Background: an optimization exercise with open tools, aiming at small area, a short achievable clock period and few clock cycles. Do not read the settings as production practice.
At most, simulation tests tie the RTL to the original design; equivalence was not proved.

==> run a: inputs <==
## CONVCOR
module CONVCOR(
  input             clk,
  input             rst_n,
  input             in_valid,
  input      [15:0] in_a,
  input      [15:0] in_b,
  input             in_mode,
  output            out_valid,
  output     [35:0] out
);
clock: 10.0 ns
lec_check: 0
cap_margin: 20
core_margin: 2
core_utilization: 40
slew_margin: 20
run.sh (not shown) runs the stock make flow with config.mk's settings and CLKGATE_MAP_FILE= SYNTH_SCRIPT=/design/flow/synth_recipe.tcl, a recipe that flattens the netlist after the stock synthesis.
==> run b: changes against run a <==
SETUP_SLACK_MARGIN = 5   (was not set)
==> run c: changes against run a <==
==> flow/flow/run.sh (new file) <==
#!/bin/bash
set -euo pipefail
bash standard.sh SETUP_SLACK_MARGIN=7 finish > make_finish.log 2>&1
==> flow/standard.sh (new file) <==
#!/bin/bash
# synth_recipe.tcl (not shown) runs the flow's synth.tcl, then flattens the netlist and writes it again
# the make line also repeats each setting of config.mk as NAME=value (left out here)
make -C /OpenROAD-flow-scripts/flow DESIGN_CONFIG=/design/flow/config.mk WORK_HOME=/design/flow/orfs CLKGATE_MAP_FILE= SYNTH_SCRIPT=/design/flow/synth_recipe.tcl "${@:-finish}"
removed: flow/run.sh
==> results by group <==
Timing
  • Worst-Margin Slew: 1065 ps

Outcome
  • Outcome: timing/DRC/antenna clean

Critical path
  • CP Buf/Inv Count: 2
  • R2R cell count: 13
  • Critical path's largest stage delay: 1020 ps

Finish
  • Commonest non-fill, non-tap cells in the layout: a22oi_1 (184), edfxtp_1 (168), inv_1 (156)
  • Layout cell share with drive strength beyond 1: 0.05111
# the run above: run a

==> results by group <==
Timing
  • Worst-Margin Slew: roughly 1100 ps

Critical path
  • Critical path's largest stage delay: 590 ps
  • CP Buf/Inv Count: 5
  • R2R cell count: 17

Finish
  • Layout cell share with drive strength beyond 1: 0.3581

Outcome
  • Outcome: timing/DRC/antenna clean
# the run above: run c

==> results by group <==
Outcome
  • Outcome: timing/DRC/antenna clean

Finish
  • Layout cell share with drive strength beyond 1: 0.1616
  • Commonest non-fill, non-tap cells in the layout: a22oi_1 (173), edfxtp_1 (168), inv_1 (145)

Critical path
  • R2R cell count: 17
  • R2R Setup Slk: 4970 ps
  • CP Buf/Inv Count: 4

Drt
  • Routed vias/inst: approximately 5.4

Timing
  • Worst Hold Slack: 500.7 ps
  • Worst-Margin Slew: 1060 ps
  • Final setup viols: 0

Placed design
  • Pre-CTS setup slack: 2864 ps
# the run above: run b

Testbench counts of run a, summed over its fixed seeds: cycles 19,068.
Testbench counts of run b, summed over its fixed seeds: cycles 19,068.
Testbench counts of run c, summed over its fixed seeds: cycles 19,068.

---

==> inputs of lagoon <==
Another version of the RTL of CONVCOR (not shown whole).
==> module CONVCOR, before the edit <==
module CONVCOR(
  input             clk,
  input             rst_n,
  input             in_valid,
  input      [15:0] in_a,
  input      [15:0] in_b,
  input             in_mode,
  output            out_valid,
  output     [35:0] out
);
reg  [3:0]  cnt;           
reg         mode;          
reg  [15:0] ra0, ra1, ra2, rb0, rb1, rb2;   
reg  [15:0] x;             
reg  [3:0]  yr_one, yr_two, yr_neg, yi_one, yi_two, yi_neg;
reg  [1:0]  np, nq;
reg  [17:0] ps_ra, ps_rb, ps_ia, ps_ib;
reg  [35:0] acc, q, o;
reg         ld_q, o_sum, o_q;
reg         ov, ovn;       
reg         ov_pre;        
reg         ovd, ovdn;     
wire        idle    = (cnt == 4'd0);
wire        start   = idle & in_valid;
wire        mode_nx = start ? in_mode : mode;
wire        cj      = idle ? in_mode : mode;
reg  [3:0]  cnt_nx;
always @(*) begin
  if (!rst_n)                                          cnt_nx = 4'd0;
  else if (idle)                                       cnt_nx = in_valid ? 4'd2 : 4'd0;
  else if ((mode && cnt == 4'd6) || (!mode && cnt == 4'd12)) cnt_nx = 4'd0;
  else                                                 cnt_nx = cnt + 4'd1;
end
reg [1:0] xs, ys;
reg       uacc_nx, ld_q_nx, o_sum_nx, o_q_nx, ov_nx;
always @(*) begin
  xs = 2'd3; ys = 2'd3;
  uacc_nx = 1'b0; ld_q_nx = 1'b0; o_sum_nx = 1'b0; o_q_nx = 1'b0; ov_nx = 1'b0;
  if (mode) begin
    case (cnt)
      4'd3: uacc_nx = 1'b1;
      4'd4: begin uacc_nx = 1'b1; o_sum_nx = 1'b1; end
      4'd5: ov_nx = 1'b1;
      default: ;
    endcase
  end else begin
    case (cnt)
      4'd2:  begin xs = 2'd0;             o_sum_nx = 1'b1; end
      4'd3:  begin xs = 2'd0; ys = 2'd1; end
      4'd4:  begin xs = 2'd1; ys = 2'd1; uacc_nx = 1'b1; ld_q_nx = 1'b1; end
      4'd5:  begin xs = 2'd0; ys = 2'd1; end
      4'd6:  begin xs = 2'd2; ys = 2'd1; uacc_nx = 1'b1; end
      4'd7:  begin xs = 2'd1; ys = 2'd0; uacc_nx = 1'b1; ld_q_nx = 1'b1; o_q_nx = 1'b1; ov_nx = 1'b1; end
      4'd8:  begin xs = 2'd1; ys = 2'd2;                                  o_q_nx = 1'b1; ov_nx = 1'b1; end
      4'd9:  begin xs = 2'd2; ys = 2'd2; uacc_nx = 1'b1; o_sum_nx = 1'b1;                 ov_nx = 1'b1; end
      4'd10: begin                                         o_sum_nx = 1'b1;                 ov_nx = 1'b1; end
      4'd11: begin                                                                          ov_nx = 1'b1; end
      default: ;
    endcase
  end
  if (!rst_n) begin
    uacc_nx = 1'b0; ld_q_nx = 1'b0; o_sum_nx = 1'b0; o_q_nx = 1'b0; ov_nx = 1'b0;
  end
end
wire ov_pre_nx = mode_nx ? (cnt_nx == 4'd5) : (cnt_nx >= 4'd7 && cnt_nx <= 4'd11);
always @(posedge clk) begin
  cnt  <= cnt_nx;
  mode <= mode_nx;
  ld_q <= ld_q_nx; o_sum <= o_sum_nx; o_q <= o_q_nx;
  ov   <= ov_nx;
  ovn  <= ~ov_nx;
  ov_pre <= ov_pre_nx;
  ovd  <= ov_pre & rst_n;
  ovdn <= ~(ov_pre & rst_n);
end
wire ld_ring = (cnt <= 4'd3);
always @(posedge clk) begin
  ra0 <= ld_ring ? in_a : ra2;  ra1 <= ra0;  ra2 <= ra1;
  rb0 <= ld_ring ? in_b : rb2;  rb1 <= rb0;  rb2 <= rb1;
end
wire [15:0] x_nx = (xs == 2'd0) ? ra0 : (xs == 2'd1) ? ra1 : (xs == 2'd2) ? ra2 : in_a;
wire [15:0] y_nx = (ys == 2'd0) ? rb0 : (ys == 2'd1) ? rb1 : (ys == 2'd2) ? rb2 : in_b;
function [11:0] booth;   
  input [7:0] v;
  input       ng;
  integer k;
  reg b2, b1, b0;
  begin
    for (k = 0; k < 4; k = k + 1) begin
      b2 = v[2*k+1]; b1 = v[2*k]; b0 = (k == 0) ? 1'b0 : v[2*k-1];
      booth[k]     = b1 ^ b0;
      booth[4+k]   = (b2 & ~b1 & ~b0) | (~b2 & b1 & b0);
      booth[8+k]   = b2 ^ ng;
    end
  end
endfunction
wire [11:0] eyr = booth(y_nx[15:8], 1'b0);
wire [11:0] eyi = booth(y_nx[7:0], cj);
always @(posedge clk) begin
  x <= x_nx;
  {yr_neg, yr_two, yr_one} <= eyr;
  {yi_neg, yi_two, yi_one} <= eyi;
  np <= {eyr[11] & ~eyi[11], eyr[11] ^ ~eyi[11]};
  nq <= {eyr[11] & eyi[11],  eyr[11] ^ eyi[11]};
end
wire [17:0] ra, rb, ia, ib;
ptree u_pt (.xr(x[15:8]), .xi(x[7:0]),
            .yr_one(yr_one), .yr_two(yr_two), .yr_neg(yr_neg),
            .yi_one(yi_one), .yi_two(yi_two), .yi_neg(yi_neg),
            .np(np), .nq(nq), .ra(ra), .rb(rb), .ia(ia), .ib(ib));
always @(posedge clk) begin
  ps_ra <= ra; ps_rb <= rb; ps_ia <= ia; ps_ib <= ib;
end
wire [17:0] gr = acc[35:18], gi = acc[17:0];
wire [17:0] sr_s = ps_ra ^ ps_rb ^ gr;
wire [17:0] sr_c = (ps_ra & ps_rb) | (ps_ra & gr) | (ps_rb & gr);
wire [17:0] si_s = ps_ia ^ ps_ib ^ gi;
wire [17:0] si_c = (ps_ia & ps_ib) | (ps_ia & gi) | (ps_ib & gi);
wire [17:0] sr = sr_s + {sr_c[16:0], 1'b0};
wire [17:0] si = si_s + {si_c[16:0], 1'b0};
wire [35:0] sum = {sr, si};
always @(posedge clk) begin
  acc <= {36{uacc_nx}} & sum;    
  if (ld_q) q <= sum;
  if (o_sum)    o <= sum;
  else if (o_q) o <= q;
end
assign out_valid = ov;
assign out = {~({9{ovdn}} | ~o[35:27]), {9{ovd}} & o[26:18], ~({9{ovn}} | ~o[17:9]), {9{ov}} & o[8:0]};
endmodule
export LEC_CHECK = 0
export CAP_MARGIN = 20
export CORE_MARGIN = 2
export CORE_UTILIZATION = 40
export CTS_CLUSTER_DIAMETER = 80
export CTS_CLUSTER_SIZE = 24
export SLEW_MARGIN = 20
create_clock -name core_clock -period 10.0 [get_ports {clk}]
standard.sh (not shown) runs the stock make flow with config.mk's settings and CLKGATE_MAP_FILE= SYNTH_SCRIPT=/design/flow/synth_recipe.tcl, a recipe that flattens the netlist after the stock synthesis.
==> flow/flow/run.sh <==
#!/bin/bash
set -euo pipefail
bash standard.sh SETUP_SLACK_MARGIN=6.8 "BUFFER_PORTS_ARGS=-buffer_cell sky130_fd_sc_hd__buf_2" finish > make_finish.log 2>&1
==> inputs of sierra, as changes to lagoon <==
--- a/flow/design.v
+++ b/flow/design.v
@@ -20,4 +20,2 @@
 reg         ov, ovn;       
-reg         ov_pre;        
-reg         ovd, ovdn;     
 wire        idle    = (cnt == 4'd0);
@@ -64,3 +62,2 @@
 end
-wire ov_pre_nx = mode_nx ? (cnt_nx == 4'd5) : (cnt_nx >= 4'd7 && cnt_nx <= 4'd11);
 always @(posedge clk) begin
@@ -71,5 +68,2 @@
   ovn  <= ~ov_nx;
-  ov_pre <= ov_pre_nx;
-  ovd  <= ov_pre & rst_n;
-  ovdn <= ~(ov_pre & rst_n);
 end
@@ -128,3 +122,3 @@
 assign out_valid = ov;
-assign out = {~({9{ovdn}} | ~o[35:27]), {9{ovd}} & o[26:18], ~({9{ovn}} | ~o[17:9]), {9{ov}} & o[8:0]};
+assign out = {~({18{ovn}} | ~o[35:18]), {18{ov}} & o[17:0]};
 endmodule
- CTS_CLUSTER_DIAMETER: 80 -> unset
- CTS_CLUSTER_SIZE: 24 -> unset
==> inputs of amber, as changes to lagoon <==
--- a/flow/design.v
+++ b/flow/design.v
@@ -18,6 +18,5 @@
 reg  [35:0] acc, q, o;
+reg         uacc;          
 reg         ld_q, o_sum, o_q;
-reg         ov, ovn;       
-reg         ov_pre;        
-reg         ovd, ovdn;     
+reg         ov;
 wire        idle    = (cnt == 4'd0);
@@ -64,3 +63,2 @@
 end
-wire ov_pre_nx = mode_nx ? (cnt_nx == 4'd5) : (cnt_nx >= 4'd7 && cnt_nx <= 4'd11);
 always @(posedge clk) begin
@@ -68,8 +66,4 @@
   mode <= mode_nx;
-  ld_q <= ld_q_nx; o_sum <= o_sum_nx; o_q <= o_q_nx;
+  uacc <= uacc_nx; ld_q <= ld_q_nx; o_sum <= o_sum_nx; o_q <= o_q_nx;
   ov   <= ov_nx;
-  ovn  <= ~ov_nx;
-  ov_pre <= ov_pre_nx;
-  ovd  <= ov_pre & rst_n;
-  ovdn <= ~(ov_pre & rst_n);
 end
@@ -113,3 +107,4 @@
 end
-wire [17:0] gr = acc[35:18], gi = acc[17:0];
+wire [35:0] accg = {36{uacc}} & acc;
+wire [17:0] gr = accg[35:18], gi = accg[17:0];
 wire [17:0] sr_s = ps_ra ^ ps_rb ^ gr;
@@ -122,3 +117,3 @@
 always @(posedge clk) begin
-  acc <= {36{uacc_nx}} & sum;    
+  acc <= sum;
   if (ld_q) q <= sum;
@@ -128,3 +123,3 @@
 assign out_valid = ov;
-assign out = {~({9{ovdn}} | ~o[35:27]), {9{ovd}} & o[26:18], ~({9{ovn}} | ~o[17:9]), {9{ov}} & o[8:0]};
+assign out = {36{ov}} & o;
 endmodule
==> flow/flow/run.sh (replaced) <==
#!/bin/bash
set -euo pipefail
bash standard.sh SETUP_SLACK_MARGIN=6.6 "BUFFER_PORTS_ARGS=-buffer_cell sky130_fd_sc_hd__buf_2" finish > make_finish.log 2>&1
- CTS_CLUSTER_DIAMETER: 80 -> unset
- CTS_CLUSTER_SIZE: 24 -> unset
==> comparison <==
- The lowest wire length belongs to sierra, the highest to lagoon.
- Clock skew: amber < sierra < lagoon.
- The highest utilization belongs to amber, the lowest to lagoon.
- In amber the cell count is smaller than in lagoon, by 1.5%.
- Clock-buffer cell count, highest first: amber, sierra, lagoon.
==> figures <==
Worst Hold Launch: amber rb0[15]$_DFF_P_; lagoon ra0[1]$_DFF_P_; sierra rb1[2]$_DFF_P_
Cells resized by post-CTS repair: amber 50; lagoon 58; sierra 45
Ratio of layout area to synthesized area: amber 1.137x; lagoon 1.096x; sierra 1.128x
Met1 routed wirelength after detailed routing: amber 17.4 mm; lagoon 17.8 mm; sierra 16.9 mm
Count of non-CTS inverters in the layout: amber 224; lagoon 150; sierra 145
GR Layer Usage met2: amber 27.7%; lagoon 28.0%; sierra 25.9%
Critical path fanouts, max: amber 6; lagoon 1; sierra 19
Run status: amber timing/DRC/antenna clean; lagoon timing/DRC/antenna clean; sierra timing/DRC/antenna clean
Via-per-instance ratio: amber 5.03; lagoon 5.10; sierra 5.11
Met1 Resource Use GR: amber 24.5%; lagoon 23.4%; sierra 23.8%
Total Nets Final: amber 1,835; lagoon 1,875; sierra 1,747
Placed instance count: amber 2,143; lagoon 2,211; sierra 2,054
Fraction of met3 tracks used by global routing: amber 2.75%; lagoon 2.78%; sierra 3.87%
Estimated wirelength of the detail-placed design: amber 25.1 mm; lagoon 27.5 mm; sierra 25.7 mm
Number of cell rows: amber 76; lagoon 77; sierra 76
Max-slew headroom at the worst pin: amber 31.7%; lagoon 34.3%; sierra 35.1%
Maximum clock frequency: amber 292 MHz; lagoon 310 MHz; sierra 308 MHz
Testbench counts of sierra, summed over its fixed seeds: cycles 21,468.
Testbench counts of amber, summed over its fixed seeds: cycles 21,468.
No functional check of the RTL was part of lagoon.

==> re-timing with driven ports <==
No port has a modelled driver above. Below, the same layouts with a new extraction and two added sets of constraints. Step 1 (the two cells are an assumption about what drives the block):
set clk [get_ports {clk}]
set_driving_cell -lib_cell sky130_fd_sc_hd__clkbuf_16 $clk
set_driving_cell -lib_cell sky130_fd_sc_hd__buf_2 [delete_from_list [all_inputs] $clk]
Step 2 moves the port delays by t, midway between the first and last clock arrival at a register: inputs arrive t later, outputs are due t later. That takes back most of the time a late clock gives input paths. Three values: ideal ports, drivers, drivers and shift; two values: the first two.
| run | shift t [ns] | slack for setup (ns) | clock arrival spread, ns | worst register clock-pin slew, ns | worst slew at a driven data input, ns |
|---|---|---|---|---|---|
| run a | 0.601 | 2.941 / 2.941 / 2.925 | 0.010 / 0.011 | 0.06 / 0.06 | 0.04 |
| run b | 0.603 | 4.970 / 4.970 / 4.559 | 0.023 / 0.023 | 0.07 / 0.07 | 0.06 |
| run c | 0.611 | 4.884 / 4.884 / 4.884 | 0.013 / 0.013 | 0.07 / 0.07 | 0.04 |
| lagoon | 0.589 | 6.769 / 6.716 / 6.396 | 0.026 / 0.026 | 0.09 / 0.09 | 0.05 |
| sierra | 0.593 | 6.750 / 6.696 / 6.677 | 0.014 / 0.015 | 0.06 / 0.06 | 0.05 |
| amber | 0.587 | 6.579 / 6.579 / 6.486 | 0.012 / 0.011 | 0.07 / 0.07 | 0.06 |
After both steps every run listed still meets setup and hold. The setup slack of run b, which loses most, moves by 0.000 ns with the drivers and by -0.411 ns with both steps.
